Context: an optimization exercise on an open-source flow, tuned for small area and a short achievable clock period. The choices shown serve that exercise and are no tape-out recipe. At most, simulation tests tie the RTL to the original design; equivalence was not proved. For run 7, only the layout was checked, not whether the RTL still works.

[design/flow/design.v]
module divu8 (
    input  wire [7:0] n,
    input  wire [7:0] d,
    output wire [7:0] q,
    output wire [7:0] r
);
    wire [7:0] rr [0:8];
    assign rr[8] = 8'd0;
    genvar i;
    generate
        for (i = 7; i >= 0; i = i - 1) begin : st
            localparam W = 8 - i;
            wire [W-1:0] trial;
            if (W == 1) begin : w1
                assign trial = n[i];
            end else begin : wn
                assign trial = {rr[i+1][W-2:0], n[i]};
            end
            wire hz = ~|(d >> W);
            wire [W:0] diff = {1'b0, trial} - {1'b0, d[W-1:0]};
            wire ge = hz & ~diff[W];
            assign q[i] = ge;
            assign rr[i] = ge ? diff[W-1:0] : trial;
        end
    endgenerate
    assign r = rr[0];
endmodule
module main (
    input wire clk,
    input wire rst,
    input wire [7:0] in,
    input wire [2:0] op,
    input wire apply,
    output wire [7:0] tail,
    output wire empty,
    output reg valid
);
    reg [7:0] q0, q1, q2, q3, q4;
    reg [4:0] t;
    assign tail  = q0;
    assign empty = ~t[0];
    wire [7:0] a = t[4] ? q4 : t[3] ? q3 : t[2] ? q2 : q1;
    wire [7:0] b = t[4] ? q3 : t[3] ? q2 : t[2] ? q1 : q0;
    wire [7:0] quo, rem;
    divu8 u_div (.n(b), .d(a), .q(quo), .r(rem));
    reg [7:0] res;
    always @* begin
        case (op)
            3'd0:    res = in;
            3'd2:    res = a + b;
            3'd3:    res = a * b;
            3'd4:    res = b - a;
            3'd5:    res = quo;
            default: res = rem;
        endcase
    end
    wire bad = (op == 3'd7)
             | ((op == 3'd0) & t[4])
             | ((op == 3'd1) & ~t[0])
             | ((op != 3'd0) & (op != 3'd1) & ~t[1])
             | (((op == 3'd5) | (op == 3'd6)) & (a == 8'd0));
    always @(posedge clk) begin
        if (apply && op != 3'd1) begin
            q0 <= res;
            q1 <= q0;
            q2 <= q1;
            q3 <= q2;
            q4 <= q3;
        end
    end
    always @(posedge clk or posedge rst) begin
        if (rst) begin
            t     <= 5'd0;
            valid <= 1'b1;
        end else if (apply) begin
            if (op == 3'd0) t <= {t[3:0], 1'b1};
            else            t <= {1'b0, t[4:1]};
            if (bad) valid <= 1'b0;
        end
    end
endmodule
[design/flow/run.sh]
#!/bin/bash
# synth_recipe.tcl (not shown) runs the flow's synth.tcl, then flattens the netlist and writes it again
# the make line also repeats each setting of config.mk as NAME=value (left out here)
make -C /OpenROAD-flow-scripts/flow DESIGN_CONFIG=/design/flow/config.mk WORK_HOME=/design/flow/orfs CLKGATE_MAP_FILE= SYNTH_SCRIPT=/design/flow/synth_recipe.tcl finish
[design/flow/config.mk]
export PLATFORM = sky130hd
export DESIGN_NAME = main
export DESIGN_NICKNAME = main
export VERILOG_FILES = /design/flow/design.v
export SDC_FILE = /design/flow/constraint.sdc
export NUM_CORES = 4
export LEC_CHECK = 0
export CAP_MARGIN = 20
export CORE_MARGIN = 2
export CORE_UTILIZATION = 40
export SLEW_MARGIN = 20
[design/flow/constraint.sdc]
create_clock -name core_clock -period 15.5 [get_ports {clk}]
set_input_delay 3.1000 -clock core_clock [delete_from_list [all_inputs] [get_ports {clk}]]
set_output_delay 3.1000 -clock core_clock [all_outputs]
set_load 0.01 [all_outputs]
==> results of run 1 <==
## sequential cells by signal, summed over array words and instances (netlist names)
register and count:
q4 8, t 5, valid 1, q1 8, q0 8, q3 8
q2 8
## logic make-up after synthesis
| group | count (synthesis) | synth area share [%] |
|---|---|---|
| AND/OR/NAND/NOR | 155 | 13.5 |
| flip-flops | 46 | 24.7 |
| buffers and inverters | 75 | 5.46 |
| adder cells (fa/ha/maj) | 87 | 22.6 |
| XOR/XNOR | 47 | 7.52 |
| AO/OA/AOI/OAI | 156 | 18.5 |
| multiplexers | 40 | 7.77 |
## area by class of cell
cell class | count | share of cell area [%]
Multi-Input combinational cell | 485 | 63.2
Inverter | 57 | 3.51
Clock inverter | 3 | 0.657
Tap cell | 176 | 3.61
Sequential cell | 46 | 22.2
Clock buffer | 5 | 2.05
Timing Repair Buffer | 31 | 4.76
## cell usage in the layout, fill, tap and decap left out, types with 8 or more instances in the layout
master / Yosys / routed
sky130_fd_sc_hd__buf_4: 0 / 8
sky130_fd_sc_hd__nand2b_1: 13 / 13
sky130_fd_sc_hd__fa_1: 20 / 20
sky130_fd_sc_hd__nand2_1: 40 / 40
sky130_fd_sc_hd__a21o_1: 25 / 25
sky130_fd_sc_hd__clkdlybuf4s50_1: 0 / 23
sky130_fd_sc_hd__mux2i_1: 29 / 29
sky130_fd_sc_hd__a31oi_1: 9 / 8
sky130_fd_sc_hd__nand3_1: 9 / 9
sky130_fd_sc_hd__nor2_1: 53 / 53
sky130_fd_sc_hd__ha_1: 66 / 66
sky130_fd_sc_hd__xnor2_1: 30 / 30
sky130_fd_sc_hd__inv_1: 54 / 54
sky130_fd_sc_hd__mux2_2: 8 / 8
sky130_fd_sc_hd__a21oi_1: 38 / 38
sky130_fd_sc_hd__xor2_1: 17 / 17
sky130_fd_sc_hd__o21ai_0: 39 / 39
sky130_fd_sc_hd__nor2b_1: 12 / 11
sky130_fd_sc_hd__edfxtp_1: 40 / 40
## what timing repair did
action                     CTS  global route
resized for setup            0             4
setup endpoints to repair    0             8
buffers inserted             0             2
hold buffers                 0             0
## cell usage after synthesis, types with 2 or more instances
master	n	area, um^2
sky130_fd_sc_hd__nand2b_1	13	81.3
sky130_fd_sc_hd__a31oi_1	9	56.3
sky130_fd_sc_hd__mux2i_1	29	290
sky130_fd_sc_hd__nand3_1	9	45.0
sky130_fd_sc_hd__mux2_4	3	45.0
sky130_fd_sc_hd__nand4_1	2	12.5
sky130_fd_sc_hd__inv_1	54	203
sky130_fd_sc_hd__nor2b_1	12	75.1
sky130_fd_sc_hd__o221ai_1	6	52.6
sky130_fd_sc_hd__dfrtp_1	5	125
sky130_fd_sc_hd__xnor2_1	30	263
sky130_fd_sc_hd__or3_1	3	18.8
sky130_fd_sc_hd__o22ai_1	2	12.5
sky130_fd_sc_hd__a221oi_1	2	17.5
sky130_fd_sc_hd__o21a_1	6	45.0
sky130_fd_sc_hd__buf_6	2	22.5
sky130_fd_sc_hd__a21oi_1	38	190
sky130_fd_sc_hd__nor2_1	53	199
sky130_fd_sc_hd__a21o_1	25	188
sky130_fd_sc_hd__inv_2	2	7.51
sky130_fd_sc_hd__and2_1	5	31.3
sky130_fd_sc_hd__o21ai_0	39	195
sky130_fd_sc_hd__ha_1	66	826
sky130_fd_sc_hd__clkbuf_1	12	45.0
sky130_fd_sc_hd__fa_1	20	400
sky130_fd_sc_hd__buf_2	2	10.0
sky130_fd_sc_hd__nor3_1	7	35.0
sky130_fd_sc_hd__a211oi_1	7	52.6
sky130_fd_sc_hd__o21bai_1	3	22.5
sky130_fd_sc_hd__buf_1	2	7.51
sky130_fd_sc_hd__mux2_2	8	90.1
sky130_fd_sc_hd__edfxtp_1	40	1200
sky130_fd_sc_hd__nor3b_1	3	22.5
sky130_fd_sc_hd__nand2_1	40	150
sky130_fd_sc_hd__o211ai_1	4	30.0
sky130_fd_sc_hd__xor2_1	17	149
## final timing paths
| check | endpoint | slack, ns | cells after the start |
|---|---|---|---|
| max | q0[6]$_DFFE_PP_ | 1.46 | 59 |
| min | q2[6]$_DFFE_PP_ | 0.48 | 0 |
| max reg2reg | q0[6]$_DFFE_PP_ | 1.46 | 59 |
| min reg2reg | q2[6]$_DFFE_PP_ | 0.48 | 0 |
| max in group asynchronous | valid$_DFFE_PP1P_ | 12.22 | 2 |
| min in group asynchronous | t[0]$_DFFE_PP0P_ | 3.03 | 2 |
## per-stage QoR
stage | instance area (um^2) | hold slack [ns] | setup WS (ns)
final | 6090 | 0.482 | 1.46
after global routing | 6090 | 0.508 | 0.161
after CTS | 6070 | 0.489 | 0.729
after detailed placement | 5900 | 0.469 | 0.786
after global placement | 5900 | 0.451 | 1.30
after floorplan | 5480 | 0.444 | 2.30
## routing by layer
metal | part of all wire, % | track usage, % | up-vias
met4 | 2.4 | 6.10 | 0
met5 | 0 | 0 | -
li1 | - | - | 2195
met3 | 4.6 | 2.11 | 25
met2 | 46 | 34.1 | 120
met1 | 47 | 28.3 | 2189
==> impl_summary.txt, run 1 <==
----------------------------------------------------
[Timing]
  # setup viols final ... 0
  Slew at the pin closest to its max-slew limit ... 1.09 ns
  Achievable frequency ... 0.0712 GHz
  Worst slew margin relative to its limit ... 27.3%
  Final Hold Vio Count ... 0
  Post-route fraction of the period consumed by the critical path ... 90.6%
  Final-report max-slew violation count ... 0
  Skew final ... 0.00664 ns
  Unrepaired setup endpoints after global routing ... false
  Setup tns final ... 0 ns
  Clock period minus worst slack ... 14.04 ns

[Worst setup path]
  Critical path type ... reg2reg
  CP max FO ... 25
  Reg-to-reg startpoint ... t[4]$_DFFE_PP0P_
  Startpoint class of the critical path ... flop
  Critical Path Max Stage Delay ... 0.66 ns
  Family with the most delay on the worst path ... compound AO/OA/AOI/OAI gates
  Cell with the biggest individual delay on the critical path ... sky130_fd_sc_hd__dfrtp_1
  Number of buffers and inverters on the critical path ... 6
  Kind of end point of the critical path ... flop
  Most used cell along the critical path ... sky130_fd_sc_hd__o21ai_0
  Required @ worst endpoint ... 15.54 ns
  CP Launch Point ... t[4]$_DFFE_PP0P_
  Worst endpoint data arrival time ... 14.08 ns

[Logic synthesis]
  Number of standard cells after synthesis ... 606
  Number of unique standard cell types used by synthesis ... 62
  Avg Inst Size Synth ... 9.04 um^2
  Number of enable-type register cells in the synthesized netlist ... 40
  Syn nets ... 706
  Dominant register cell in the synthesized netlist ... sky130_fd_sc_hd__edfxtp_1
  Sequential fraction of the synthesis area ... 24.7%
  Synth Register Bits ... 46
  Warnings from Yosys ... 2
  Post-synthesis instance area ... 0.00548 mm^2
  Proportion of register bits with asynchronous set or reset after synthesis ... 13.0%

[Routing]
  Routed length per placed instance ... 18.0 um
  Average via count per standard cell ... 5.64
  Remaining antenna violation count after routing ... 0
  First-pass detailed-route iteration total ... 5
  First DRT Iteration DRCs ... 354
  DR DRC count ... 0
  Number of vias in the routed layout ... 4529
  Final wirelength ... 14.5 mm

[Floorplanning]
  Die area ... 0.0146 mm^2
  Vertical die dimension ... 121 um
  Cell row count ... 42
  IO Pins ... 24
  Die width ... 121 um
  Starting density of the core ... 41.2%
  CORE AREA ... 0.0133 mm^2

[Global route]
  Antenna violations before repair ... 0
  Overall global routing resource usage ... 20.5%
  Vias in the first global route ... 4615
  Overall overflow remaining after global route ... 0
  Global-route wire length before repair ... 23.9 mm
  Pin count of the biggest net entering global routing ... 41

[Clock network]
  Deepest clock path buffer count ... 2
  H-tree Lvls ... 2
  Clock latency on the worst-skew pair ... 0.29 ns
  Post-CTS clock slew at the launch and capture registers of the worst setup and hold paths ... 0.06 ns
  Clock tree root driver cell ... sky130_fd_sc_hd__clkbuf_16
  TritonCTS Buffers ... 5
  Total clock sinks ... 46
  TritonCTS clock tree ... done

[Job]
  Max-cap violation count ... 0

[Hold path]
  Hold WC Path Type ... reg2reg
  Hold path startpoint ... q1[6]$_DFFE_PP_

[Final layout]
  Multi-input gate area in the final layout ... 0.00385 mm^2
  Antenna diode count ... 0
  Share of layout cells above drive strength 1 ... 6.70%
  Final Instance Count excl. Fillers ... 803
  Final layout net count ... 726
  Register cell area after layout ... 0.00136 mm^2
  Final design utilization ... 45.8%
  Synthesis-to-layout area growth ... 11.3%
  Fill count ... 1272

[Placement]
  Placed insts ... 793
  Final weighted congestion of routability-driven global placement ... 0.937
  Input/output buffers ... 23
  Post-DP HPWL ... 11.3 mm

[Outcome]
  Status ... finished clean

----------------------------------------------------
==> run 2: changes to the inputs <==
--- a/design/flow/design.v
+++ b/design/flow/design.v
@@ -37,26 +37,37 @@
 );
     reg [7:0] q0, q1, q2, q3, q4;
-    reg [4:0] t;
+    reg [2:0] c;     
     assign tail  = q0;
-    assign empty = ~t[0];
-    wire [7:0] a = t[4] ? q4 : t[3] ? q3 : t[2] ? q2 : q1;
-    wire [7:0] b = t[4] ? q3 : t[3] ? q2 : t[2] ? q1 : q0;
+    assign empty = (c == 3'd0);
+    reg [7:0] a, b;
+    always @* begin
+        case ({c[2], c[0]})
+            2'd0: begin a = q1; b = q0; end
+            2'd1: begin a = q2; b = q1; end
+            2'd2: begin a = q3; b = q2; end
+            default: begin a = q4; b = q3; end
+        endcase
+    end
     wire [7:0] quo, rem;
     divu8 u_div (.n(b), .d(a), .q(quo), .r(rem));
+    wire       sub = op[2];
+    wire [7:0] sum = b + (a ^ {8{sub}}) + {7'd0, sub};
     reg [7:0] res;
     always @* begin
         case (op)
             3'd0:    res = in;
-            3'd2:    res = a + b;
             3'd3:    res = a * b;
-            3'd4:    res = b - a;
             3'd5:    res = quo;
-            default: res = rem;
+            3'd6:    res = rem;
+            default: res = sum;
         endcase
     end
+    wire full = c[2] & c[0];
+    wire ge2  = c[2] | c[1];
+    wire ge1  = c != 3'd0;
     wire bad = (op == 3'd7)
-             | ((op == 3'd0) & t[4])
-             | ((op == 3'd1) & ~t[0])
-             | ((op != 3'd0) & (op != 3'd1) & ~t[1])
+             | ((op == 3'd0) & full)
+             | ((op == 3'd1) & ~ge1)
+             | ((op != 3'd0) & (op != 3'd1) & ~ge2)
              | (((op == 3'd5) | (op == 3'd6)) & (a == 8'd0));
     always @(posedge clk) begin
@@ -71,9 +82,9 @@
     always @(posedge clk or posedge rst) begin
         if (rst) begin
-            t     <= 5'd0;
+            c     <= 3'd0;
             valid <= 1'b1;
         end else if (apply) begin
-            if (op == 3'd0) t <= {t[3:0], 1'b1};
-            else            t <= {1'b0, t[4:1]};
+            if (op == 3'd0) c <= c + 3'd1;
+            else            c <= c - 3'd1;
             if (bad) valid <= 1'b0;
         end
--- a/design/flow/config.mk
+++ b/design/flow/config.mk
@@ -8,4 +8,5 @@
 export CAP_MARGIN = 20
 export CORE_MARGIN = 2
-export CORE_UTILIZATION = 40
+export CORE_UTILIZATION = 60
+export SETUP_SLACK_MARGIN = 5
 export SLEW_MARGIN = 20
==> impl_summary.txt, run 2 <==
----------------------------------------------------
[Logic synthesis]
  Number of unique standard cell types used by synthesis ... 71
  Most used standard cell by instance count after synthesis ... sky130_fd_sc_hd__ha_1
  Avg Inst Size Synth ... 9.92 um^2
  Sequential fraction of the synthesis area ... 24.6%
  Syn nets ... 633
  Warnings from Yosys ... 2
  Synth Register Bits ... 44
  Number of standard cells after synthesis ... 533
  Post-synthesis instance area ... 0.00529 mm^2
  Most area-consuming cells after synthesis ... sky130_fd_sc_hd__edfxtp_1 23%, sky130_fd_sc_hd__ha_1 15%, sky130_fd_sc_hd__fa_1 7.9%
  Proportion of register bits with asynchronous set or reset after synthesis ... 9.09%
  Yosys top cell area share ... 22.7%
  Number of enable-type register cells in the synthesized netlist ... 40
  Commonest cells in the netlist ... 65 x sky130_fd_sc_hd__ha_1, 63 x sky130_fd_sc_hd__inv_1, 43 x sky130_fd_sc_hd__nand2_1, 43 x sky130_fd_sc_hd__nor2_1, 40 x sky130_fd_sc_hd__edfxtp_1
  Largest area contributor in the synthesized netlist ... sky130_fd_sc_hd__edfxtp_1
  Dominant register cell in the synthesized netlist ... sky130_fd_sc_hd__edfxtp_1

[Global route]
  Overall global routing resource usage ... 31.5%
  Global-route wire length before repair ... 23.9 mm
  Vias in the first global route ... 4668
  Pin count of the biggest net entering global routing ... 29
  Antenna violations before repair ... 0
  Overall overflow remaining after global route ... 0

[Hold path]
  Hold WC Path Type ... reg2reg

[Worst setup path]
  Required @ worst endpoint ... 15.63 ns
  Family with the most delay on the worst path ... compound AO/OA/AOI/OAI gates
  Number of buffers and inverters on the critical path ... 3
  Critical path type ... reg2reg
  Startpoint class of the critical path ... flop
  Cell with the biggest individual delay on the critical path ... sky130_fd_sc_hd__mux4_2
  Stages on the worst setup path ... 49
  Register-to-register path setup slack ... 3.95 ns
  End of the worst register-to-register path ... q0[7]$_DFFE_PP_
  Reg-to-reg startpoint ... c[0]$_DFFE_PP0P_
  CP Launch Point ... c[0]$_DFFE_PP0P_
  Count of cells along the worst register-to-register path ... 49
  Most used cell along the critical path ... sky130_fd_sc_hd__a21o_1
  Crit path to ... q0[7]$_DFFE_PP_
  Critical Path Max Stage Delay ... 0.59 ns
  Kind of end point of the critical path ... flop
  CP max FO ... 7
  Worst endpoint data arrival time ... 11.68 ns

[Floorplanning]
  Die area ... 0.00958 mm^2
  IO Pins ... 24
  Starting density of the core ... 61.2%
  Vertical die dimension ... 97.9 um
  Die width ... 97.9 um
  CORE AREA ... 0.00864 mm^2
  Cell row count ... 34

[Routing]
  First-pass detailed-route iteration total ... 5
  Final wirelength ... 15.0 mm
  DR DRC count ... 0
  First DRT Iteration DRCs ... 359
  Number of vias in the routed layout ... 4560
  Remaining antenna violation count after routing ... 0
  Average via count per standard cell ... 6.28
  Routed length per placed instance ... 20.7 um

[Final layout]
  Synthesis-to-layout area growth ... 24.7%
  Final Instance Count excl. Fillers ... 726
  Most frequent cells in the layout ... 63 x sky130_fd_sc_hd__inv_1, 59 x sky130_fd_sc_hd__ha_1, 57 x sky130_fd_sc_hd__buf_4
  Final layout net count ... 717
  Antenna diode count ... 0
  Share of layout cells above drive strength 1 ... 26.2%
  Fill count ... 594
  Final design utilization ... 76.4%
  Most common cell after layout, fill and taps aside ... sky130_fd_sc_hd__inv_1

[Outcome]
  Status ... finished clean

[Clock network]
  Total clock sinks ... 44
  Deepest clock path buffer count ... 2
  TritonCTS clock tree ... done
  TritonCTS Buffers ... 5
  Post-CTS clock slew at the launch and capture registers of the worst setup and hold paths ... 0.09 ns
  H-tree Lvls ... 2
  Clock latency on the worst-skew pair ... 0.29 ns
  Hold buffer count at CTS ... 0
  Clock tree root driver cell ... sky130_fd_sc_hd__clkbuf_8

[Timing]
  Achievable frequency ... 0.0866 GHz
  Unrepaired setup endpoints after global routing ... true
  Final worst hold slack ... 0.473 ns
  Slew at the pin closest to its max-slew limit ... 0.722 ns
  Final-report max-slew violation count ... 0
  Post-route fraction of the period consumed by the critical path ... 74.5%
  Skew final ... 0.00782 ns
  Worst slew margin relative to its limit ... 51.7%
  Worst setup margin ... 3.95 ns
  Setup tns final ... 0 ns
  Clock period minus worst slack ... 11.55 ns
  Final Hold Vio Count ... 0
  # setup viols final ... 0

[Placement]
  Post-DP HPWL ... 10.2 mm
  Placed insts ... 653
  Input/output buffers ... 23
  Final weighted congestion of routability-driven global placement ... 0.956
  Worst slack at placement ... 2.51 ns

[Job]
  Max-cap violation count ... 0

----------------------------------------------------
[run 2: cell count changes after synthesis, sizes merged, moves of 10 or more]
cell and change:
o21ai -17, mux4 +15, mux2i -18, a21oi -12
nand2b -11, nor2 -10
[run 2: kinds of logic after synthesis]
family                   share of synthesized area (%)
AND/OR/NAND/NOR                                   10.7
AO/OA/AOI/OAI                                     16.1
adder cells (fa/ha/maj)                           23.3
buffers and inverters                             5.61
XOR/XNOR                                          8.61
flip-flops                                        24.6
multiplexers                                      11.0
[run 2: timing repair]
action                     4_1_cts  5_1_grt
pin swaps                       45       42
buffers inserted                49       16
resized for setup               46       11
setup endpoints to repair        8        8
hold endpoints to repair         0        0
[run 2: worst min path at each step]
stage	from	end	depth (start not counted)
CTS	q3[5]$_DFFE_PP_	q4[5]$_DFFE_PP_	0
detailed placement	q1[0]$_DFFE_PP_	q2[0]$_DFFE_PP_	0
global placement	q1[0]$_DFFE_PP_	q2[0]$_DFFE_PP_	0
global route	q3[5]$_DFFE_PP_	q4[5]$_DFFE_PP_	0
finish	q3[5]$_DFFE_PP_	q4[5]$_DFFE_PP_	0
floorplan	q3[0]$_DFFE_PP_	q4[0]$_DFFE_PP_	0
[run 2: worst register-to-register path: cells and delay by family (launching register included)]
family                   cells  cell delay (ns)
AND/OR/NAND/NOR              8             1.61
adder cells (fa/ha/maj)      7             2.08
multiplexers                 6             2.10
buffers and inverters        3             0.38
AO/OA/AOI/OAI               25             4.70
flip-flops                   1             0.53
[run 2: cell type report]
type                    count  area (um^2)  area share (%)
well taps                 108          135            2.05
repair buffers             89          776            11.8
multi-input cells         413         4030            61.0
clock inverters             2         35.0           0.531
inverters                  64          243            3.68
flip-flops and latches     44         1310            19.9
clock buffers               6         72.6            1.10
[run 2: metrics by stage]
| step | instance area, um^2 |
|---|---|
| floorplan | 5410 |
| global placement | 5730 |
| detailed placement | 5730 |
| CTS | 6410 |
| global route | 6600 |
| finish | 6600 |
[run 2: routing by layer]
layer,track usage (%),share of wire (%),vias up
met5,0,0,-
met4,8.44,2.8,0
met3,5.65,8.0,35
met2,51.5,47,216
met1,43.4,42,2229
li1,-,-,2080
==> run 3: changes to the inputs <==
--- a/design/flow/config.mk
+++ b/design/flow/config.mk
@@ -8,5 +8,4 @@
 export CAP_MARGIN = 20
 export CORE_MARGIN = 2
-export CORE_UTILIZATION = 60
-export SETUP_SLACK_MARGIN = 5
+export CORE_UTILIZATION = 40
 export SLEW_MARGIN = 20
==> impl_summary.txt, run 3 <==
----------------------------------------------------
[Outcome]
  Status ... finished clean

[Timing]
  Final worst hold slack ... 0.473 ns
  Skew final ... 0.00510 ns
  Unrepaired setup endpoints after global routing ... false
  Setup tns final ... 0 ns
  Clock period minus worst slack ... 14.18 ns
  Final Hold Vio Count ... 0
  Post-route fraction of the period consumed by the critical path ... 91.5%
  Worst slew margin relative to its limit ... 44.5%
  # setup viols final ... 0
  Slew at the pin closest to its max-slew limit ... 0.832 ns
  Final-report max-slew violation count ... 0
  Achievable frequency ... 0.0705 GHz

[Worst setup path]
  Kind of end point of the critical path ... flop
  Reg-to-reg startpoint ... c[0]$_DFFE_PP0P_
  Critical path type ... reg2reg
  CP max FO ... 14
  CP Launch Point ... c[0]$_DFFE_PP0P_
  Worst endpoint data arrival time ... 14.29 ns
  Required @ worst endpoint ... 15.61 ns
  Critical Path Max Stage Delay ... 0.65 ns
  Most used cell along the critical path ... sky130_fd_sc_hd__a21o_1
  Startpoint class of the critical path ... flop
  Cell with the biggest individual delay on the critical path ... sky130_fd_sc_hd__mux4_2

[Clock network]
  Count of instances resized after the clock tree is built ... 0
  Total clock sinks ... 44
  Number of buffers added for setup after CTS ... 0
  Clock latency on the worst-skew pair ... 0.28 ns
  TritonCTS clock tree ... done
  TritonCTS Buffers ... 5
  H-tree Lvls ... 2
  Hold buffer count at CTS ... 0
  Deepest clock path buffer count ... 2
  Clock tree root driver cell ... sky130_fd_sc_hd__clkbuf_16
  Post-CTS clock slew at the launch and capture registers of the worst setup and hold paths ... 0.06 ns

[Final layout]
  Register cell area after layout ... 0.00131 mm^2
  Antenna diode count ... 0
  Multi-input gate area in the final layout ... 0.00370 mm^2
  Most frequent cells in the layout ... 65 x sky130_fd_sc_hd__ha_1, 63 x sky130_fd_sc_hd__inv_1, 43 x sky130_fd_sc_hd__nor2_1, 43 x sky130_fd_sc_hd__nand2_1, 40 x sky130_fd_sc_hd__edfxtp_1
  Final layout net count ... 654
  Share of layout cells above drive strength 1 ... 9.73%
  Synthesis-to-layout area growth ... 11.3%
  Fill count ... 1197
  Most common cell after layout, fill and taps aside ... sky130_fd_sc_hd__ha_1

[Routing]
  Final wirelength ... 13.9 mm
  Remaining antenna violation count after routing ... 0
  First-pass detailed-route iteration total ... 4
  First DRT Iteration DRCs ... 307
  Average via count per standard cell ... 5.63
  Number of vias in the routed layout ... 4117
  DR DRC count ... 0
  Routed length per placed instance ... 19.0 um

[Logic synthesis]
  Number of enable-type register cells in the synthesized netlist ... 40
  Largest area contributor in the synthesized netlist ... sky130_fd_sc_hd__edfxtp_1
  Sequential fraction of the synthesis area ... 24.6%
  Number of standard cells after synthesis ... 533
  Commonest cells in the netlist ... 65 x sky130_fd_sc_hd__ha_1, 63 x sky130_fd_sc_hd__inv_1, 43 x sky130_fd_sc_hd__nand2_1, 43 x sky130_fd_sc_hd__nor2_1, 40 x sky130_fd_sc_hd__edfxtp_1
  Yosys top cell area share ... 22.7%
  Synth Register Bits ... 44
  Proportion of register bits with asynchronous set or reset after synthesis ... 9.09%
  Dominant register cell in the synthesized netlist ... sky130_fd_sc_hd__edfxtp_1
  Warnings from Yosys ... 2
  Number of unique standard cell types used by synthesis ... 71
  Post-synthesis instance area ... 0.00529 mm^2
  Avg Inst Size Synth ... 9.92 um^2
  Most area-consuming cells after synthesis ... sky130_fd_sc_hd__edfxtp_1 23%, sky130_fd_sc_hd__ha_1 15%, sky130_fd_sc_hd__fa_1 7.9%
  Most used standard cell by instance count after synthesis ... sky130_fd_sc_hd__ha_1
  Syn nets ... 633

[Global route]
  Overall overflow remaining after global route ... 0
  Pin count of the biggest net entering global routing ... 24
  Overall global routing resource usage ... 20.0%
  Met2 capacity usage during global routing ... 33.2%
  Antenna violations before repair ... 0
  Global routing usage on met1 ... 28.3%
  Vias in the first global route ... 4072
  Busiest layer in global routing ... met2
  Met3 usage in global routing ... 1.87%
  Global-route wire length before repair ... 22.1 mm

[Job]
  Max-cap violation count ... 0

[Floorplanning]
  Die area ... 0.0142 mm^2
  Vertical die dimension ... 119 um
  Cell row count ... 42
  Die width ... 119 um
  Starting density of the core ... 40.4%
  IO Pins ... 24
  CORE AREA ... 0.0131 mm^2

[Hold path]
  Hold path startpoint ... q1[2]$_DFFE_PP_
  Hold WC Path Type ... reg2reg

[Placement]
  Post-DP HPWL ... 10.8 mm
  Final weighted congestion of routability-driven global placement ... 0.977
  Input/output buffers ... 23

----------------------------------------------------
## run 3: cell count changes in the layout (fill, tap and decap cells not counted), sizes merged
| cell | previous run | this run |
|---|---|---|
| buf | 66 | 3 |
## run 3: critical path: cells and delay by family (launching register included)
kind | cells | cell delay [ns]
adder cells (fa/ha/maj) | 7 | 2.51
flip-flops | 1 | 0.51
buffers and inverters | 4 | 0.63
AO/OA/AOI/OAI | 24 | 5.79
AND/OR/NAND/NOR | 9 | 2.02
multiplexers | 7 | 2.54
## run 3: cell families (layout without fill, tap and decap cells)
group / Yosys count / in the layout / share of synthesized area [%]
and+or+nand+nor: 123 / 123 / 10.7
muxes: 35 / 35 / 11.0
xor gates and xnor gates: 52 / 52 / 8.61
DFF: 44 / 44 / 24.6
adders and majority gates: 86 / 86 / 23.3
AOI/OAI and AO/OA: 117 / 117 / 16.1
buffers and inverters: 76 / 98 / 5.61
## run 3: metrics by stage
stage	utilization [%]	instance area [um^2]	setup WS (ns)	std cells
2_1_floorplan	-	5290	2.61	533
3_3_place_gp	43.6	5710	1.36	723
6_report	45.0	5880	1.32	731
5_1_grt	45.0	5880	0.138	731
4_1_cts	44.9	5870	0.827	731
3_5_place_dp	43.6	5710	0.903	723
## run 3: final timing paths
kind,end,slack [ns],cells after the start
max,q0[7]$_DFFE_PP_,1.32,51
min,q2[2]$_DFFE_PP_,0.47,0
max reg2reg,q0[7]$_DFFE_PP_,1.32,51
min reg2reg,q2[2]$_DFFE_PP_,0.47,0
max in group asynchronous,valid$_DFFE_PP1P_,12.28,2
min in group asynchronous,c[1]$_DFFE_PP0P_,3.00,2
## run 3: cell type report
type / instances / area share, %
multi-input cells: 413 / 62.9
flip-flops and latches: 44 / 22.2
repair buffers: 26 / 4.30
inverters: 64 / 4.08
well taps: 176 / 3.74
clock buffers: 6 / 2.19
clock inverters: 2 / 0.595
## run 3: routing by layer
metal	part of all wire (%)	routed length, um	up-vias
li1	-	-	1953
met1	46	6340	2011
met2	48	6610	136
met3	5.0	700	17
met4	1.8	248	0
met5	0	0	-
==> run 4: changes to the inputs <==
--- a/design/flow/config.mk
+++ b/design/flow/config.mk
@@ -6,6 +6,8 @@
 export NUM_CORES = 4
 export LEC_CHECK = 0
+export ABC_AREA = 1
 export CAP_MARGIN = 20
 export CORE_MARGIN = 2
-export CORE_UTILIZATION = 40
+export CORE_UTILIZATION = 75
+export SETUP_SLACK_MARGIN = 5
 export SLEW_MARGIN = 20
==> impl_summary.txt, run 4 <==
----------------------------------------------------
[Outcome]
  Status ... aborted with a tool error
  Exit stage ... 5_1_grt
  Stop Error ... [ERROR DPL-0038] Utilization greater than 100%, impossible to legalize

[Clock network]
  Deepest clock path buffer count ... 2
  H-tree Lvls ... 2
  Hold buffer count at CTS ... 0
  Total clock sinks ... 44
  Clock tree root driver cell ... sky130_fd_sc_hd__clkbuf_8
  TritonCTS Buffers ... 5

[Logic synthesis]
  Sequential fraction of the synthesis area ... 24.2%
  Avg Inst Size Synth ... 8.08 um^2
  Largest area contributor in the synthesized netlist ... sky130_fd_sc_hd__edfxtp_1
  Commonest cells in the netlist ... 146 x sky130_fd_sc_hd__nand2_1, 86 x sky130_fd_sc_hd__inv_1, 65 x sky130_fd_sc_hd__ha_1
  Synth Register Bits ... 44
  Most used standard cell by instance count after synthesis ... sky130_fd_sc_hd__nand2_1
  Syn nets ... 765
  Number of standard cells after synthesis ... 665
  Number of unique standard cell types used by synthesis ... 51
  Warnings from Yosys ... 2
  Post-synthesis instance area ... 0.00537 mm^2
  Number of enable-type register cells in the synthesized netlist ... 40
  Yosys top cell area share ... 22.4%
  Dominant register cell in the synthesized netlist ... sky130_fd_sc_hd__edfxtp_1
  Most area-consuming cells after synthesis ... sky130_fd_sc_hd__edfxtp_1 22%, sky130_fd_sc_hd__ha_1 15%, sky130_fd_sc_hd__nand2_1 10%
  Proportion of register bits with asynchronous set or reset after synthesis ... 9.09%

[Timing]
  Endpoint with the least setup slack after the last global-route repair ... q0[7]$_DFFE_PP_/D
  Worst endpoint type ... register data pin

[Placement]
  Input/output buffers ... 23
  Worst slack at placement ... 3.32 ns
  Placed insts ... 778
  Final weighted congestion of routability-driven global placement ... 1.00
  Post-DP HPWL ... 11.3 mm

[Floorplanning]
  Cell row count ... 30
  Die width ... 88.6 um
  Vertical die dimension ... 88.6 um
  Starting density of the core ... 78.2%
  IO Pins ... 24

[Global route]
  Pin count of the biggest net entering global routing ... 24

----------------------------------------------------
run 4: cell types whose count changed after synthesis, sizes merged, moves of 8 or more:
cell | previous run | this run
a21o | 18 | 3
a21oi | 26 | 39
inv | 64 | 94
mux2 | 9 | 0
mux2i | 11 | 0
mux4 | 15 | 0
nand2 | 44 | 159
nand3 | 5 | 49
o211ai | 9 | 1
o21ai | 22 | 49
or2 | 2 | 12
xnor2 | 38 | 11
xor2 | 14 | 27
run 4: cell families after synthesis:
logic type,synth area share (%)
simple gates,25.7
compound gates,12.8
buf+inv,8.01
fa+ha+maj,23.0
flops,24.2
xor+xnor,6.20
run 4: per-stage QoR:
step	area, um^2	hold WS, ns	utilization, %
floorplan	5380	0.445	-
global placement	5690	0.463	82.8
detailed placement	5690	0.469	82.8
CTS	6150	0.494	89.6
run 4: worst min path at each step:
stage,from,end
3_3_place_gp,q1[3]$_DFFE_PP_,q2[3]$_DFFE_PP_
4_1_cts,q1[5]$_DFFE_PP_,q2[5]$_DFFE_PP_
2_1_floorplan,q1[0]$_DFFE_PP_,q2[0]$_DFFE_PP_
3_5_place_dp,q1[3]$_DFFE_PP_,q2[3]$_DFFE_PP_
run 4: timing repair:
| action | in CTS |
|---|---|
| endpoints found under the hold margin | 0 |
| buffers inserted | 26 |
| endpoints found under the setup margin | 8 |
| pin swaps | 7 |
| gates resized for setup | 33 |
==> run 5: changes to the inputs <==
--- a/design/flow/config.mk
+++ b/design/flow/config.mk
@@ -9,5 +9,5 @@
 export CAP_MARGIN = 20
 export CORE_MARGIN = 2
-export CORE_UTILIZATION = 75
+export CORE_UTILIZATION = 60
 export SETUP_SLACK_MARGIN = 5
 export SLEW_MARGIN = 20
==> impl_summary.txt, run 5 <==
----------------------------------------------------
[Logic synthesis]
  Most used standard cell by instance count after synthesis ... sky130_fd_sc_hd__nand2_1
  Proportion of register bits with asynchronous set or reset after synthesis ... 9.09%
  Warnings from Yosys ... 2
  Syn nets ... 765
  Yosys top cell area share ... 22.4%
  Number of standard cells after synthesis ... 665
  Synth Register Bits ... 44
  Number of unique standard cell types used by synthesis ... 51
  Commonest cells in the netlist ... 146 x sky130_fd_sc_hd__nand2_1, 86 x sky130_fd_sc_hd__inv_1, 65 x sky130_fd_sc_hd__ha_1
  Number of enable-type register cells in the synthesized netlist ... 40
  Avg Inst Size Synth ... 8.08 um^2
  Sequential fraction of the synthesis area ... 24.2%
  Largest area contributor in the synthesized netlist ... sky130_fd_sc_hd__edfxtp_1
  Post-synthesis instance area ... 0.00537 mm^2
  Dominant register cell in the synthesized netlist ... sky130_fd_sc_hd__edfxtp_1
  Most area-consuming cells after synthesis ... sky130_fd_sc_hd__edfxtp_1 22%, sky130_fd_sc_hd__ha_1 15%, sky130_fd_sc_hd__nand2_1 10%

[Worst setup path]
  Startpoint class of the critical path ... flop
  CP max FO ... 9
  Cell with the biggest individual delay on the critical path ... sky130_fd_sc_hd__dfrtp_4
  Required @ worst endpoint ... 15.54 ns
  Worst endpoint data arrival time ... 10.23 ns
  Critical path type ... reg2reg
  Critical Path Max Stage Delay ... 0.53 ns
  Most used cell along the critical path ... sky130_fd_sc_hd__nand2_2
  Kind of end point of the critical path ... flop

[Clock network]
  Hold buffer count at CTS ... 0
  TritonCTS Buffers ... 5
  Deepest clock path buffer count ... 2
  H-tree Lvls ... 2
  Total clock sinks ... 44
  Clock tree root driver cell ... sky130_fd_sc_hd__clkbuf_8
  TritonCTS clock tree ... done
  Clock latency on the worst-skew pair ... 0.30 ns
  Post-CTS clock slew at the launch and capture registers of the worst setup and hold paths ... 0.08 ns

[Final layout]
  Fill count ... 601
  Register cell area after layout ... 0.00131 mm^2
  Share of layout cells above drive strength 1 ... 29.3%
  Most common cell after layout, fill and taps aside ... sky130_fd_sc_hd__nand2_1
  Multi-input gate area in the final layout ... 0.00413 mm^2
  Final non-filler cell area ... 0.00686 mm^2
  Synthesis-to-layout area growth ... 27.6%
  Final design utilization ... 78.6%
  Final layout net count ... 856
  Antenna diode count ... 0
  Most frequent cells in the layout ... 119 x sky130_fd_sc_hd__nand2_1, 76 x sky130_fd_sc_hd__inv_1, 59 x sky130_fd_sc_hd__buf_4

[Timing]
  Achievable frequency ... 0.0981 GHz
  Final Hold Vio Count ... 0
  Slew at the pin closest to its max-slew limit ... 0.732 ns
  # setup viols final ... 0
  Unrepaired setup endpoints after global routing ... false
  Worst slew margin relative to its limit ... 51.0%
  Worst setup margin ... 5.31 ns
  Post-route fraction of the period consumed by the critical path ... 65.7%
  Final-report max-slew violation count ... 0
  Clock period minus worst slack ... 10.19 ns
  Skew final ... 0.00448 ns
  Setup tns final ... 0 ns

[Routing]
  Average via count per standard cell ... 5.96
  First DRT Iteration DRCs ... 546
  Routed length per placed instance ... 18.9 um
  First-pass detailed-route iteration total ... 6
  DR DRC count ... 0
  Remaining antenna violation count after routing ... 0
  Number of vias in the routed layout ... 5154
  Final wirelength ... 16.4 mm

[Floorplanning]
  CORE AREA ... 0.00872 mm^2
  Starting density of the core ... 61.6%
  IO Pins ... 24
  Die width ... 98.6 um
  Cell row count ... 34
  Vertical die dimension ... 98.6 um
  Die area ... 0.00972 mm^2

[Placement]
  Post-DP HPWL ... 11.4 mm
  Total cell area at the placement stage ... 0.00570 mm^2
  Final weighted congestion of routability-driven global placement ... 0.963
  Input/output buffers ... 23
  Worst slack at placement ... 3.27 ns

[Global route]
  Overall global routing resource usage ... 32.4%
  Vias in the first global route ... 4907
  Overall overflow remaining after global route ... 0
  Antenna violations before repair ... 0
  Pin count of the biggest net entering global routing ... 32
  Global-route wire length before repair ... 24.9 mm

[Outcome]
  Status ... finished clean

[Job]
  Max-cap violation count ... 0

[Hold path]
  Hold WC Path Type ... reg2reg

----------------------------------------------------
-- run 5: cell counts after synthesis --
No cell type changed its count.
-- run 5: cells by family after synthesis --
| logic type | Yosys count | share of synthesized area, % |
|---|---|---|
| AO/OA/AOI/OAI | 114 | 12.8 |
| XOR/XNOR | 38 | 6.20 |
| adder cells (fa/ha/maj) | 86 | 23.0 |
| buffers and inverters | 105 | 8.01 |
| flip-flops | 44 | 24.2 |
| AND/OR/NAND/NOR | 278 | 25.7 |
-- run 5: worst max-delay path: cells and delay by family (launching register included) --
kind | cells | cell delay (ns)
AOI/OAI and AO/OA | 21 | 2.70
and+or+nand+nor | 26 | 2.76
buffers and inverters | 16 | 1.73
adders and majority gates | 8 | 2.18
DFF | 1 | 0.53
-- run 5: worst paths after layout --
kind,startpoint,end,cells after the start,slack (ns)
min,q1[4]$_DFFE_PP_,q2[4]$_DFFE_PP_,0,0.49
max reg2reg,c[2]$_DFFE_PP0P_,q0[2]$_DFFE_PP_,71,5.31
max,c[2]$_DFFE_PP0P_,q0[2]$_DFFE_PP_,71,5.31
min in group asynchronous,rst,c[0]$_DFFE_PP0P_,2,2.99
min reg2reg,q1[4]$_DFFE_PP_,q2[4]$_DFFE_PP_,0,0.49
max in group asynchronous,rst,valid$_DFFE_PP1P_,2,12.28
-- run 5: layer usage --
| metal | global-route usage, % | wire, um |
|---|---|---|
| met4 | 12.9 | 561 |
| met1 | 45.2 | 6970 |
| met3 | 5.11 | 1310 |
| met5 | 0 | 0 |
| met2 | 50.9 | 7550 |
-- run 5: what timing repair did --
| item | in CTS | in global routing |
|---|---|---|
| cloned | 0 | 0 |
| resized for setup | 36 | 93 |
| endpoints found under the setup margin | 8 | 8 |
| pin swaps | 5 | 54 |
| setup buffers | 21 | 46 |
| hold endpoints to repair | 0 | 0 |
-- run 5: through the flow --
stage	cells	hold slack (ns)
floorplan	665	0.445
global placement	790	0.468
detailed placement	790	0.464
CTS	819	0.484
global route	865	0.507
finish	865	0.485
-- run 5: layout make-up --
type,count,area share [%]
clock buffers,6,1.06
clock inverters,2,0.511
inverters,97,5.64
multi-input cells,516,60.2
flip-flops and latches,44,19.1
well taps,108,1.97
repair buffers,92,11.5
==> run 6: changes to the inputs <==
==> design/flow/flow/run.sh (new file) <==
#!/bin/bash
MARGIN=$(cat flow/margin.txt)
sed "s/SETUP_SLACK_MARGIN=[0-9.]*/SETUP_SLACK_MARGIN=$MARGIN/" standard.sh > standard_margin.sh
bash standard_margin.sh > standard.log 2>&1
==> design/flow/flow/margin.txt (new file) <==
8
==> design/flow/standard.sh (new file) <==
#!/bin/bash
# synth_recipe.tcl (not shown) runs the flow's synth.tcl, then flattens the netlist and writes it again
# the make line also repeats each setting of config.mk as NAME=value (left out here)
make -C /OpenROAD-flow-scripts/flow DESIGN_CONFIG=/design/flow/config.mk WORK_HOME=/design/flow/orfs CLKGATE_MAP_FILE= SYNTH_SCRIPT=/design/flow/synth_recipe.tcl "${@:-finish}"
removed: design/flow/run.sh
==> impl_summary.txt, run 6 <==
----------------------------------------------------
[Outcome]
  Status ... finished clean

[Placement]
  Placed insts ... 789
  Worst slack at placement ... 4.02 ns
  Final weighted congestion of routability-driven global placement ... 0.989
  Input/output buffers ... 23
  Post-DP HPWL ... 11.1 mm

[Worst setup path]
  Startpoint class of the critical path ... flop
  Required @ worst endpoint ... 15.52 ns
  Kind of end point of the critical path ... flop
  Worst endpoint data arrival time ... 10.31 ns
  Most used cell along the critical path ... sky130_fd_sc_hd__nand2_2
  CP max FO ... 6
  Critical path type ... reg2reg
  Critical Path Max Stage Delay ... 0.57 ns
  Cell with the biggest individual delay on the critical path ... sky130_fd_sc_hd__dfrtp_4

[Floorplanning]
  CORE AREA ... 0.00872 mm^2
  Cell row count ... 34
  Die width ... 98.6 um
  IO Pins ... 24
  Die area ... 0.00972 mm^2
  Starting density of the core ... 61.6%
  Vertical die dimension ... 98.6 um

[Routing]
  Remaining antenna violation count after routing ... 0
  Detailed-routing wirelength on met1 ... 6.69 mm
  Wire length on met2 ... 8.06 mm
  First-pass detailed-route iteration total ... 5
  Met3 wire length ... 1.70 mm
  Final wirelength ... 17.3 mm
  Routed length per placed instance ... 19.5 um
  Average via count per standard cell ... 6.03
  Highest layer used for signal routing ... met4
  Number of vias in the routed layout ... 5339
  DR DRC count ... 0
  First DRT Iteration DRCs ... 373

[Timing]
  Post-route fraction of the period consumed by the critical path ... 66.4%
  Worst setup margin ... 5.21 ns
  Skew final ... 0.00825 ns
  Unrepaired setup endpoints after global routing ... true
  Final worst hold slack ... 0.482 ns
  Final-report max-slew violation count ... 0
  Setup tns final ... 0 ns
  Worst slew margin relative to its limit ... 51.8%
  Clock period minus worst slack ... 10.29 ns
  Achievable frequency ... 0.0972 GHz
  Final Hold Vio Count ... 0
  Slew at the pin closest to its max-slew limit ... 0.721 ns
  # setup viols final ... 0

[Logic synthesis]
  Number of standard cells after synthesis ... 665
  Yosys top cell area share ... 22.4%
  Dominant register cell in the synthesized netlist ... sky130_fd_sc_hd__edfxtp_1
  Post-synthesis instance area ... 0.00537 mm^2
  Commonest cells in the netlist ... 146 x sky130_fd_sc_hd__nand2_1, 86 x sky130_fd_sc_hd__inv_1, 65 x sky130_fd_sc_hd__ha_1
  Number of enable-type register cells in the synthesized netlist ... 40
  Syn nets ... 765
  Warnings from Yosys ... 2
  Sequential fraction of the synthesis area ... 24.2%
  Proportion of register bits with asynchronous set or reset after synthesis ... 9.09%
  Synth Register Bits ... 44
  Largest area contributor in the synthesized netlist ... sky130_fd_sc_hd__edfxtp_1
  Most area-consuming cells after synthesis ... sky130_fd_sc_hd__edfxtp_1 22%, sky130_fd_sc_hd__ha_1 15%, sky130_fd_sc_hd__nand2_1 10%
  Avg Inst Size Synth ... 8.08 um^2
  Most used standard cell by instance count after synthesis ... sky130_fd_sc_hd__nand2_1
  Number of unique standard cell types used by synthesis ... 51

[Final layout]
  Final Instance Count excl. Fillers ... 886
  Share of layout cells above drive strength 1 ... 32.6%
  Antenna diode count ... 0
  Most frequent cells in the layout ... 122 x sky130_fd_sc_hd__nand2_1, 78 x sky130_fd_sc_hd__buf_4, 76 x sky130_fd_sc_hd__inv_1
  Final layout net count ... 877
  Fill count ... 530
  Multi-input gate area in the final layout ... 0.00424 mm^2
  Most common cell after layout, fill and taps aside ... sky130_fd_sc_hd__nand2_1
  Register cell area after layout ... 0.00131 mm^2
  Synthesis-to-layout area growth ... 32.3%

[Global route]
  Overall overflow remaining after global route ... 0
  Pin count of the biggest net entering global routing ... 24
  Antenna violations before repair ... 0
  Overall global routing resource usage ... 33.8%
  Global-route wire length before repair ... 25.8 mm
  Vias in the first global route ... 5220

[Clock network]
  Hold buffer count at CTS ... 0
  TritonCTS clock tree ... done
  H-tree Lvls ... 2
  Total clock sinks ... 44
  Deepest clock path buffer count ... 2
  Post-CTS clock slew at the launch and capture registers of the worst setup and hold paths ... 0.09 ns
  Clock latency on the worst-skew pair ... 0.30 ns
  Clock tree root driver cell ... sky130_fd_sc_hd__clkbuf_8
  TritonCTS Buffers ... 5

[Hold path]
  Hold WC Path Type ... reg2reg

[Job]
  Max-cap violation count ... 0

----------------------------------------------------
## run 6: routing by layer
| layer | up-vias | global-route usage [%] |
|---|---|---|
| met5 | - | 0 |
| met4 | 0 | 14.9 |
| met3 | 79 | 6.88 |
| met2 | 309 | 53.8 |
| met1 | 2511 | 44.7 |
| li1 | 2440 | - |
## run 6: worst paths after layout
| path | startpoint | end | slack, ns | cells after the start |
|---|---|---|---|---|
| max in group asynchronous | rst | valid$_DFFE_PP1P_ | 12.30 | 2 |
| setup reg to reg | c[2]$_DFFE_PP0P_ | q0[6]$_DFFE_PP_ | 5.21 | 72 |
| hold / removal | valid$_DFFE_PP1P_ | valid$_DFFE_PP1P_ | 0.48 | 1 |
| hold reg to reg | valid$_DFFE_PP1P_ | valid$_DFFE_PP1P_ | 0.48 | 1 |
| setup / recovery | c[2]$_DFFE_PP0P_ | q0[6]$_DFFE_PP_ | 5.21 | 72 |
| min in group asynchronous | rst | c[0]$_DFFE_PP0P_ | 2.97 | 2 |
## run 6: cell families after synthesis
group | after synthesis | synth area share, %
AND/OR/NAND/NOR | 278 | 25.7
AO/OA/AOI/OAI | 114 | 12.8
buffers and inverters | 105 | 8.01
adder cells (fa/ha/maj) | 86 | 23.0
flip-flops | 44 | 24.2
XOR/XNOR | 38 | 6.20
## run 6: per-stage QoR
stage               util (%)  cell area [um^2]
floorplan                  -              5560
global placement        67.3              5870
detailed placement      67.3              5870
CTS                     77.9              6790
global route            81.5              7110
finish                  81.5              7110
## run 6: critical path: cells and delay by family, from the launching register on
family | cells | cell delay (ns)
and+or+nand+nor | 32 | 3.31
buffers and inverters | 14 | 1.33
AOI/OAI and AO/OA | 19 | 2.67
DFF | 1 | 0.57
adders and majority gates | 7 | 2.07
## run 6: cell type report
class                   instances  share of cell area, %
clock inverters                 2                  0.493
clock buffers                   6                   1.02
multi-input cells             518                   59.7
repair buffers                111                   13.0
flip-flops and latches         44                   18.4
well taps                     108                   1.90
inverters                      97                   5.48
## run 6: repair_timing
item / 4_1_cts / 5_1_grt
pin swaps: 44 / 29
cloned: 2 / 0
gates resized for setup: 77 / 31
buffers inserted: 62 / 25
endpoints found under the setup margin: 8 / 8
==> run 7: changes to the inputs <==
--- a/design/flow/design.v
+++ b/design/flow/design.v
@@ -5,21 +5,29 @@
     output wire [7:0] r
 );
-    wire [7:0] rr [0:8];
-    assign rr[8] = 8'd0;
-    genvar i;
+    wire [9:0] d1 = {2'b00, d};
+    wire [9:0] d2 = {1'b0, d, 1'b0};
+    wire [9:0] d3 = d1 + d2;
+    wire [7:0] rr [0:4];
+    assign rr[4] = 8'd0;
+    genvar k;
     generate
-        for (i = 7; i >= 0; i = i - 1) begin : st
-            localparam W = 8 - i;
-            wire [W-1:0] trial;
-            if (W == 1) begin : w1
-                assign trial = n[i];
+        for (k = 3; k >= 0; k = k - 1) begin : st
+            localparam W = 8 - 2 * k;
+            wire [9:0] x;
+            if (W == 2) begin : w2
+                assign x = {8'd0, n[2*k+1], n[2*k]};
             end else begin : wn
-                assign trial = {rr[i+1][W-2:0], n[i]};
+                assign x = {{(10-W){1'b0}}, rr[k+1][W-3:0], n[2*k+1], n[2*k]};
             end
-            wire hz = ~|(d >> W);
-            wire [W:0] diff = {1'b0, trial} - {1'b0, d[W-1:0]};
-            wire ge = hz & ~diff[W];
-            assign q[i] = ge;
-            assign rr[i] = ge ? diff[W-1:0] : trial;
+            wire g1 = x >= d1;
+            wire g2 = x >= d2;
+            wire g3 = x >= d3;
+            wire [W-1:0] s1 = x[W-1:0] - d1[W-1:0];
+            wire [W-1:0] s2 = x[W-1:0] - d2[W-1:0];
+            wire [W-1:0] s3 = x[W-1:0] - d3[W-1:0];
+            assign q[2*k+1] = g2;
+            assign q[2*k]   = g3 | (g1 & ~g2);
+            wire [W-1:0] nr = g3 ? s3 : g2 ? s2 : g1 ? s1 : x[W-1:0];
+            assign rr[k] = nr;
         end
     endgenerate
==> design/flow/run.sh (new file) <==
#!/bin/bash
# synth_recipe.tcl (not shown) runs the flow's synth.tcl, then flattens the netlist and writes it again
# the make line also repeats each setting of config.mk as NAME=value (left out here)
make -C /OpenROAD-flow-scripts/flow DESIGN_CONFIG=/design/flow/config.mk WORK_HOME=/design/flow/orfs CLKGATE_MAP_FILE= SYNTH_SCRIPT=/design/flow/synth_recipe.tcl finish
--- a/design/flow/config.mk
+++ b/design/flow/config.mk
@@ -6,5 +6,4 @@
 export NUM_CORES = 4
 export LEC_CHECK = 0
-export ABC_AREA = 1
 export CAP_MARGIN = 20
 export CORE_MARGIN = 2
removed: design/flow/flow/run.sh
removed: design/flow/flow/margin.txt
removed: design/flow/standard.sh
==> impl_summary.txt, run 7 <==
----------------------------------------------------
[Outcome]
  Status ... finished clean

[Clock network]
  Hold buffer count at CTS ... 0
  Post-CTS clock slew at the launch and capture registers of the worst setup and hold paths ... 0.07 ns
  Total clock sinks ... 44
  Clock latency on the worst-skew pair ... 0.30 ns
  TritonCTS Buffers ... 5
  TritonCTS clock tree ... done
  Deepest clock path buffer count ... 2
  Clock tree root driver cell ... sky130_fd_sc_hd__clkbuf_16
  H-tree Lvls ... 2

[Final layout]
  Share of layout cells above drive strength 1 ... 12.9%
  Synthesis-to-layout area growth ... 14.2%
  Most frequent cells in the layout ... 89 x sky130_fd_sc_hd__ha_1, 69 x sky130_fd_sc_hd__inv_1, 61 x sky130_fd_sc_hd__nor2_1
  Antenna diode count ... 0
  Final non-filler cell area ... 0.00781 mm^2
  Final layout net count ... 919
  Most common cell after layout, fill and taps aside ... sky130_fd_sc_hd__ha_1

[Timing]
  Final-report max-slew violation count ... 0
  Achievable frequency ... 0.0976 GHz
  Worst slew margin relative to its limit ... 46.5%
  Setup tns final ... 0 ns
  Post-route fraction of the period consumed by the critical path ... 66.1%
  Skew final ... 0.00715 ns
  Clock period minus worst slack ... 10.25 ns
  Unrepaired setup endpoints after global routing ... false
  # setup viols final ... 0
  Final Hold Vio Count ... 0
  Slew at the pin closest to its max-slew limit ... 0.792 ns

[Worst setup path]
  Worst endpoint data arrival time ... 10.25 ns
  Most used cell along the critical path ... sky130_fd_sc_hd__ha_1
  Required @ worst endpoint ... 15.50 ns
  Startpoint class of the critical path ... flop
  CP max FO ... 14
  Critical Path Max Stage Delay ... 0.61 ns
  CP Launch Point ... c[0]$_DFFE_PP0P_
  Kind of end point of the critical path ... flop
  Number of buffers and inverters on the critical path ... 3
  Reg-to-reg startpoint ... c[0]$_DFFE_PP0P_
  Cell with the biggest individual delay on the critical path ... sky130_fd_sc_hd__mux4_2
  Critical path type ... reg2reg
  Family with the most delay on the worst path ... compound AO/OA/AOI/OAI gates

[Logic synthesis]
  Most area-consuming cells after synthesis ... sky130_fd_sc_hd__edfxtp_1 18%, sky130_fd_sc_hd__ha_1 16%, sky130_fd_sc_hd__fa_1 7.3%
  Number of enable-type register cells in the synthesized netlist ... 40
  Number of standard cells after synthesis ... 758
  Yosys top cell area share ... 17.6%
  Dominant register cell in the synthesized netlist ... sky130_fd_sc_hd__edfxtp_1
  Avg Inst Size Synth ... 9.02 um^2
  Commonest cells in the netlist ... 90 x sky130_fd_sc_hd__ha_1, 69 x sky130_fd_sc_hd__inv_1, 62 x sky130_fd_sc_hd__nor2_1
  Synth Register Bits ... 44
  Post-synthesis instance area ... 0.00684 mm^2
  Largest area contributor in the synthesized netlist ... sky130_fd_sc_hd__edfxtp_1
  Proportion of register bits with asynchronous set or reset after synthesis ... 9.09%
  Warnings from Yosys ... 2
  Most used standard cell by instance count after synthesis ... sky130_fd_sc_hd__ha_1
  Number of unique standard cell types used by synthesis ... 74
  Sequential fraction of the synthesis area ... 19.0%
  Syn nets ... 887

[Floorplanning]
  Die width ... 111 um
  Starting density of the core ... 62.3%
  Cell row count ... 38
  Die area ... 0.0123 mm^2
  CORE AREA ... 0.0110 mm^2
  IO Pins ... 24
  Vertical die dimension ... 111 um

[Routing]
  Final wirelength ... 21.7 mm
  Average via count per standard cell ... 6.83
  Number of vias in the routed layout ... 6359
  First-pass detailed-route iteration total ... 8
  DR DRC count ... 0
  Remaining antenna violation count after routing ... 0
  Routed length per placed instance ... 23.3 um
  First DRT Iteration DRCs ... 621

[Placement]
  Post-DP HPWL ... 15.5 mm
  Input/output buffers ... 23
  Total cell area at the placement stage ... 0.00716 mm^2
  Final weighted congestion of routability-driven global placement ... 1.02

[Hold path]
  Hold path startpoint ... q1[7]$_DFFE_PP_
  Hold WC Path Type ... reg2reg

[Global route]
  Met2 capacity usage during global routing ... 54.8%
  Global routing usage on met1 ... 44.0%
  Global-route wire length before repair ... 32.7 mm
  Vias in the first global route ... 6007
  Met3 usage in global routing ... 6.51%
  Overall global routing resource usage ... 33.9%
  Pin count of the biggest net entering global routing ... 36
  Antenna violations before repair ... 1
  Overall overflow remaining after global route ... 0
  Busiest layer in global routing ... met2

[Job]
  Max-cap violation count ... 0

----------------------------------------------------
-- run 7: cell types whose count changed after synthesis, sizes merged, moves of 19 or more --
cell / delta
ha: +25
a21o: +22
o21ai: -25
inv: -25
xnor2: +28
nand2: -116
nand3: -42
a21oi: +19
nor2: +22
-- run 7: what timing repair did --
item	4_1_cts	5_1_grt
cloned	2	2
pin swaps	2	7
resized for setup	19	29
setup endpoints to repair	8	8
buffers inserted	6	17
-- run 7: cells by family after synthesis --
family | share of synthesized area (%)
adder cells (fa/ha/maj) | 23.8
multiplexers | 7.78
XOR/XNOR | 9.09
buffers and inverters | 5.96
flip-flops | 19.0
AO/OA/AOI/OAI | 20.4
AND/OR/NAND/NOR | 13.9
-- run 7: per-layer routing --
layer / part of all wire, % / vias to the layer above
met5: 0 / -
li1: - / 2834
met3: 9.5 / 95
met2: 46 / 411
met1: 39 / 3019
met4: 5.0 / 0
-- run 7: area by class of cell --
type	count	area, um^2
clock buffers	6	129
clock inverters	2	60.1
fillers	834	3170
inverters	69	259
multi-input cells	616	5390
flip-flops and latches	44	1300
well taps	140	175
repair buffers	54	500
-- run 7: through the flow --
step | cells | utilization (%) | setup slack, ns | hold WS (ns)
6_report | 931 | 71.1 | 5.25 | 0.481
5_1_grt | 931 | 71.1 | 4.90 | 0.491
4_1_cts | 912 | 68.5 | 5.01 | 0.479
3_5_place_dp | 896 | 65.2 | 3.49 | 0.451
3_3_place_gp | 896 | 65.2 | 3.93 | 0.452
2_1_floorplan | 758 | - | 5.07 | 0.439
-- run 7: worst paths after layout --
kind | to | slack [ns] | cells after the start
hold / removal | q2[7]$_DFFE_PP_ | 0.48 | 0
min in group asynchronous | c[2]$_DFFE_PP0P_ | 2.99 | 2
setup reg to reg | q0[6]$_DFFE_PP_ | 5.25 | 39
hold reg to reg | q2[7]$_DFFE_PP_ | 0.48 | 0
setup / recovery | q0[6]$_DFFE_PP_ | 5.25 | 39
max in group asynchronous | valid$_DFFE_PP1P_ | 12.28 | 2
-- run 7: worst register-to-register path, delay by kind of cell (launching register included) --
family,cells,cell delay (ns)
AOI/OAI and AO/OA,16,3.48
adders and majority gates,5,1.53
buffers and inverters,3,0.51
DFF,1,0.43
muxes,4,1.41
and+or+nand+nor,11,2.61

[static timing again, ports no longer ideal]
The flow's constraints put no driver on any port. The routed layouts listed below were extracted and timed again, unchanged, in two steps.
Step 1 assumes that a clkbuf_16 drives the clock port and a buf_2 every other input.
Step 2 moves the port delays by t, midway between the first and last clock arrival at a register: inputs arrive t later, outputs are due t later. That takes back most of the time a late clock gives input paths.
a / b / c = ideal / step 1 / step 2; a / b = the first two.
| run | t, ns | slack for setup (ns) | worst hold slack (ns) | worst setup path at the end | worst slew at a driven data input, ns |
|---|---|---|---|---|---|
| run 1 | 0.315 | 1.460 / 1.460 / 1.460 | 0.482 / 0.482 / 0.482 | register to register | 0.04 |
| run 2 | 0.318 | 3.950 / 3.950 / 3.950 | 0.473 / 0.473 / 0.473 | register to register | 0.04 |
| run 3 | 0.310 | 1.318 / 1.318 / 1.318 | 0.473 / 0.473 / 0.473 | register to register | 0.03 |
| run 5 | 0.324 | 5.310 / 5.310 / 5.310 | 0.485 / 0.485 / 0.485 | register to register | 0.03 |
| run 6 | 0.329 | 5.212 / 5.212 / 5.212 | 0.482 / 0.482 / 0.482 | register to register | 0.04 |
| run 7 | 0.329 | 5.251 / 5.251 / 5.251 | 0.481 / 0.481 / 0.481 | register to register | 0.03 |
After both steps every run listed still meets setup and hold.
